Background: an optimization exercise with open tools, aiming at small area. Do not read the settings as production practice. Function was checked by simulation only, so behaviour that the tests miss may differ from the original.

===== flow/run.sh =====
#!/bin/bash
# synth_recipe.tcl (not shown) runs the flow's synth.tcl, then flattens the netlist and writes it again
# the make line also repeats each setting of config.mk as NAME=value (left out here)
make -C /OpenROAD-flow-scripts/flow DESIGN_CONFIG=/design/flow/config.mk WORK_HOME=/design/flow/orfs CLKGATE_MAP_FILE= SYNTH_SCRIPT=/design/flow/synth_recipe.tcl finish

===== flow/config.mk =====
export PLATFORM = sky130hd
export DESIGN_NAME = cordic_amplitude_angle
export DESIGN_NICKNAME = cordic_amplitude_angle
export VERILOG_FILES = /design/flow/design.v
export SDC_FILE = /design/flow/constraint.sdc
export NUM_CORES = 4
export LEC_CHECK = 0
export CAP_MARGIN = 20
export CORE_MARGIN = 2
export CORE_UTILIZATION = 40
export SLEW_MARGIN = 20

===== flow/constraint.sdc =====
create_clock -name core_clock -period 7.5 [get_ports {clk}]
set_input_delay 1.5000 -clock core_clock [delete_from_list [all_inputs] [get_ports {clk}]]
set_output_delay 1.5000 -clock core_clock [all_outputs]
set_load 0.01 [all_outputs]

===== flow/design.v =====
module  cordic_amplitude_angle
#(    
    parameter PIPELINE  = 16                         
)
(
    input                               clk         ,
    input                               rst_n       ,
    input       signed  [31:0]          x           ,    
    input       signed  [31:0]          y           ,
    input                               pre_vaild   ,
    output  reg signed  [31:0]          amplitude   ,   
    output  reg signed  [31:0]          angle       ,   
    output  reg                         post_vaild
); 
wire signed [31:0]  angle_array[15:0];
assign angle_array[0]  = 32'sd2949120;     
assign angle_array[1]  = 32'sd1740992;     
assign angle_array[2]  = 32'sd919872;      
assign angle_array[3]  = 32'sd466944;      
assign angle_array[4]  = 32'sd234368;      
assign angle_array[5]  = 32'sd117312;      
assign angle_array[6]  = 32'sd58688;       
assign angle_array[7]  = 32'sd29312;       
assign angle_array[8]  = 32'sd14656;       
assign angle_array[9]  = 32'sd7360;        
assign angle_array[10] = 32'sd3648;        
assign angle_array[11] = 32'sd1856;	      
assign angle_array[12] = 32'sd896;         
assign angle_array[13] = 32'sd448;         
assign angle_array[14] = 32'sd256;         
assign angle_array[15] = 32'sd128;         
localparam K        = 32'sh09b74;	   
reg signed  [31:0]  x_map;
reg signed  [31:0]  y_map;
reg         [1:0]   site ;
always@(posedge clk or negedge rst_n)begin 
    if(!rst_n)begin
        x_map   <=  0;
        y_map   <=  0;
        site    <=  2'd1;
    end
    else    if(x >= 0)begin
        x_map   <=  x;  
        y_map   <=  y;
        site    <=  2'd1;
    end
    else    if(x < 0 && y >= 0)begin
        x_map   <=  -x;  
        y_map   <=  y;
        site    <=  2'd2;
    end
    else    begin
        x_map   <=  -x;  
        y_map   <=  y;
        site    <=  2'd3;
    end
end
reg signed 	[31:0] 		currentX[PIPELINE:0];
reg signed 	[31:0] 		currentY[PIPELINE:0];
reg signed 	[31:0] 		currentZ[PIPELINE:0];
always@(posedge clk or negedge rst_n)begin
   if(!rst_n)begin
       currentX[0]    <=  32'sd0;
       currentY[0]    <=  32'sd0;
       currentZ[0]    <=  32'sd0;
   end
   else    begin
       currentX[0]    <=   x_map;
       currentY[0]    <=   y_map;
       currentZ[0]    <=   32'sd0;
   end
end
genvar i;
generate
    for(i = 1;i < PIPELINE + 1;i = i + 1)begin:cal_xyz
        always@(posedge clk or negedge rst_n)begin
            if(!rst_n)begin
                currentX[i]    <=  32'sd0;
                currentY[i]    <=  32'sd0;
                currentZ[i]    <=  32'sd0;
            end
            else    if(currentY[i-1][31])begin
                currentX[i]    <=  currentX[i-1] - (currentY[i-1] >>> (i-1));
                currentY[i]    <=  currentY[i-1] + (currentX[i-1] >>> (i-1));
                currentZ[i]    <=  currentZ[i-1] - angle_array[i-1];
            end
            else    begin
                currentX[i]    <=  currentX[i-1] + (currentY[i-1] >>> (i-1));
                currentY[i]    <=  currentY[i-1] - (currentX[i-1] >>> (i-1));
                currentZ[i]    <=  currentZ[i-1] + angle_array[i-1];
            end
        end 
    end
endgenerate
reg     [PIPELINE+2:0]      vaild_r;
reg     [2*PIPELINE+3:0]    site_r;
always@(posedge clk or negedge rst_n)begin
    if(!rst_n)
        vaild_r <=  {(PIPELINE+3){1'b0}};
    else
        vaild_r <=  {vaild_r[PIPELINE+1:0],pre_vaild};
end
always@(posedge clk )begin
    site_r  <=  {site_r[2*PIPELINE+1:0],site};   
end
always@(posedge clk or negedge rst_n)begin
    if(!rst_n)
        post_vaild  <=  0;
    else
        post_vaild  <=  vaild_r[PIPELINE+2];
end
reg signed [47:0]  K_mult_currentX;
reg signed [31:0]  currentZ_r;
always@(posedge clk)begin
    K_mult_currentX <=  K*currentX[PIPELINE];
    currentZ_r      <=  currentZ[PIPELINE];
end
always@(posedge clk or negedge rst_n)begin
    if(!rst_n)begin
        amplitude <=  0;
        angle     <=  0;
    end
    else    if(~vaild_r[PIPELINE+2])begin
        amplitude <=  0;
        angle     <=  0;
    end
    else    begin
        case(site_r[2*PIPELINE+3:2*PIPELINE+2])
            2'd1:begin
                amplitude <=  K_mult_currentX >>> 16;
                angle     <=  currentZ_r;
            end
            2'd2:begin
                amplitude <=  K_mult_currentX >>> 16;
                angle     <=  32'sd11796480 - currentZ_r;
            end
            2'd3:begin
                amplitude <=  K_mult_currentX >>> 16;
                angle     <=  -32'sd11796480 - currentZ_r;
            end      
            default:begin
                amplitude <=  K_mult_currentX >>> 16;
                angle     <=  currentZ_r;
            end
        endcase  
    end
end
endmodule

==> summary.txt <==
drt via density 5.396; Top Family by Delay on Critical Path adder cells; synth unique cells 104; Place WS 1.081 ns; Buf/Inv on CP 2; Async SR Flop Fraction 94.35%; Slew @ Worst Pin 1.103 ns; Final min period 6.437 ns; leading cell types by count after synthesis dfrtp_1, ha_1, a21oi_1, nor2_1, xnor2_1; Slew HR 25.48%; worst hold margin 0.3242 ns; Slew Limit Fails 0; CTS root buf clkbuf_16; die area 0.3325 mm²; Detailed Routing Iterations Pass 1 7; number of setup violations in the final report 0; initial antenna violation count 8; worst setup path start currentX[16][12]; Data arrival, critical path 7.26 ns; critical path class reg2reg; most numerous cell in the Yosys netlist dfrtp_1; Area Growth Syn to Fin 9.908%; busiest grt layer met2; met1 GRT Util 26.09%; drc violations 0; Hold Fails Final Rpt 0; final net count 16411; Fill cells 31817; Row Count 210; part of the cycle the worst path needs 85.83%; hold crit path type reg2reg; slowest CP cell dfrtp_1; Total GRT Usage 20.36%; status finished clean; mean area per synthesized cell 9.095 µm²; met2 Use GR 35.92%; width of the die 576.6 µm; CTS tree built; hold-fix buffers at CTS 0; Routed Antenna Nets 0; post-synth top area share 29.92%; largest area contributor in the netlist dfrtp_1; Die Span Y 576.6 µm; Max Root-Sink Buffers 4; Crit path top cell by count fa_1; utilization after layout 44.10%; Ports 132; TNS Setup 0 ns; maxcap violations 0; RSZ-0062 raised after global routing false; sequential share of the synthesized area 31.37%; met3 Use GR 2.011%; GR Overflow Total 0; final setup margin 1.063 ns; crit start category flip-flop; global-route wire length before repair 549000 µm; Post-synth EDFFs 0; vias in the first global route 100000; Synthesis Warnings 4; Routed Wire Length 345500 µm; worst r2r src currentX[16][12]; core area 0.3269 mm²; CP peak stage delay 0.52 ns; Worst Min Path Start site_r[12]; clock sinks 1663; Placer Congestion 0.9244; Port-buffer cells 125; Crit path required time 8.32 ns; CP endpoint kind flip-flop; crit-path max FO 7; dominant synthesized flop cell dfrtp_1; Fmax achieved 0.1553 GHz; initial DRC count 6221; worst path cell trace ha_1 -> xor2_1 -> ha_1 -> a21o_1 -> fa_1 -> fa_1 -> fa_1 -> inv_1 -> fa_1 -> inv_1 -> ha_1 -> a21o_1 -> a21o_1 -> and3_1 -> a2111oi_0 -> o21ai_1 -> a21oi_2 -> o21bai_1 -> a31o_2 -> a21oi_1 -> xnor2_1; Initial Util 40.12%; WL per Instance 18.12 µm; H-tree depth 4; Synth Instances 14421; CTS resizes 0; CTS buffer count 195; ranking of synthesized cells by area dfrtp_1, ha_1, xnor2_1; Mapped Area 0.1312 mm²; Reg clk slew, reported paths 0.06 ns; largest net degree at the start of global routing 161; Yosys reg bits 1663; Final HPWL DP 278800 µm; Worst-Skew Late Latency 0.94 ns; Via Count 102861; Post-CTS Setup Bufs 0; clock skew 0.1049 ns; layout cells sized above 1 3.833%
[layout make-up]
cell class	instances	area, µm²	area share [%]
Antenna cell	2	5.005	0.003472
Sequential cell	1663	41170	28.56
Timing Repair Buffer	184	1812	1.257
Clock inverter	98	1191	0.8263
Inverter	967	3630	2.518
Tap cell	4346	5438	3.772
Multi-Input combinational cell	11542	85420	59.26
Clock buffer	262	5488	3.807
[logic make-up after synthesis]
logic type	count (synthesis)	synth area share, %
buffers and inverters	1221	3.515
xor gates and xnor gates	1878	12.54
AOI/OAI and AO/OA	3902	19.05
muxes	78	0.6287
adders and majority gates	1791	18.41
DFF	1663	31.37
other	2	0.005726
and+or+nand+nor	3886	14.48
[final timing paths]
kind	cells after the start	slack [ns]	end
min in group asynchronous	1	0.51	currentX[16][7]
worst max register to register	21	1.06	K_mult_currentX[41]
max in group asynchronous	3	5.26	currentZ[1][21]
worst max-delay path	21	1.06	K_mult_currentX[41]
worst min-delay path	0	0.32	site_r[14]
worst min register to register	0	0.32	site_r[14]
[sequential cells by signal, indices dropped and copies added, names as in the netlist]
register and count:
site_r 36, vaild_r 19, currentZ_r 26, currentY 497, post_vaild 1, y_map 32, currentZ 385, amplitude 32
K_mult_currentX 32, x_map 32, site 2, currentX 543, angle 26
[per-layer routing]
layer / up-vias / part of all wire (%)
met3: 518 / 3.9
met1: 49038 / 44
met5: - / 0.0035
li1: 51325 / -
met4: 2 / 3.2
met2: 1978 / 49
[through the flow]
stage / instances / instance area (µm²)
finish: 19064 / 144100
global route: 19064 / 144100
CTS: 19062 / 144100
detailed placement: 18702 / 137500
global placement: 18702 / 137500
floorplan: 14426 / 131200
[layout by cell type, fill, tap and decap left out, types with 94 or more instances in the layout]
cell,n
a211oi_1,95
a21o_1,613
a21oi_1,1335
a31oi_1,145
and2_1,131
and3_1,150
clkbuf_16,200
clkdlybuf4s50_1,124
dfrtp_1,1551
dfxtp_1,94
fa_1,231
ha_1,1560
inv_1,965
nand2_1,695
nand2b_1,196
nand3_1,237
nor2_1,1264
nor2b_1,254
nor3_1,411
nor4_1,110
o21a_1,155
o21ai_0,642
o21bai_1,211
or3_1,120
xnor2_1,1241
xor2_1,637

==> what the ideal ports hide <==
How much do the figures lean on ideal ports? The routed layout below was timed once more, with nothing changed but the port constraints.
Step 1: set_driving_cell puts a clkbuf_16 on clk and a buf_2 on each other input, an assumption about the parent block.
Step 2 adds t to the input delays and takes it off the output delays; t is the mean of the earliest and latest rising clock arrival at the registers after step 1. Input paths then give back, and output paths get back, about the clock's delay inside the block.
Slacks: ideal ports / drivers / drivers and shift; pairs: ideal ports / drivers.
shift t [ns]: 0.988
setup WS [ns]: 1.063 / 1.063 / 1.063
worst setup path after step 2: register to register
clock arrival spread, ns: 0.106 / 0.105
worst slew at a driven data input, ns: 0.09
After both steps this run still meets setup and hold. The setup slack of this run moves by 0.000 ns with the drivers and by 0.000 ns with both steps.
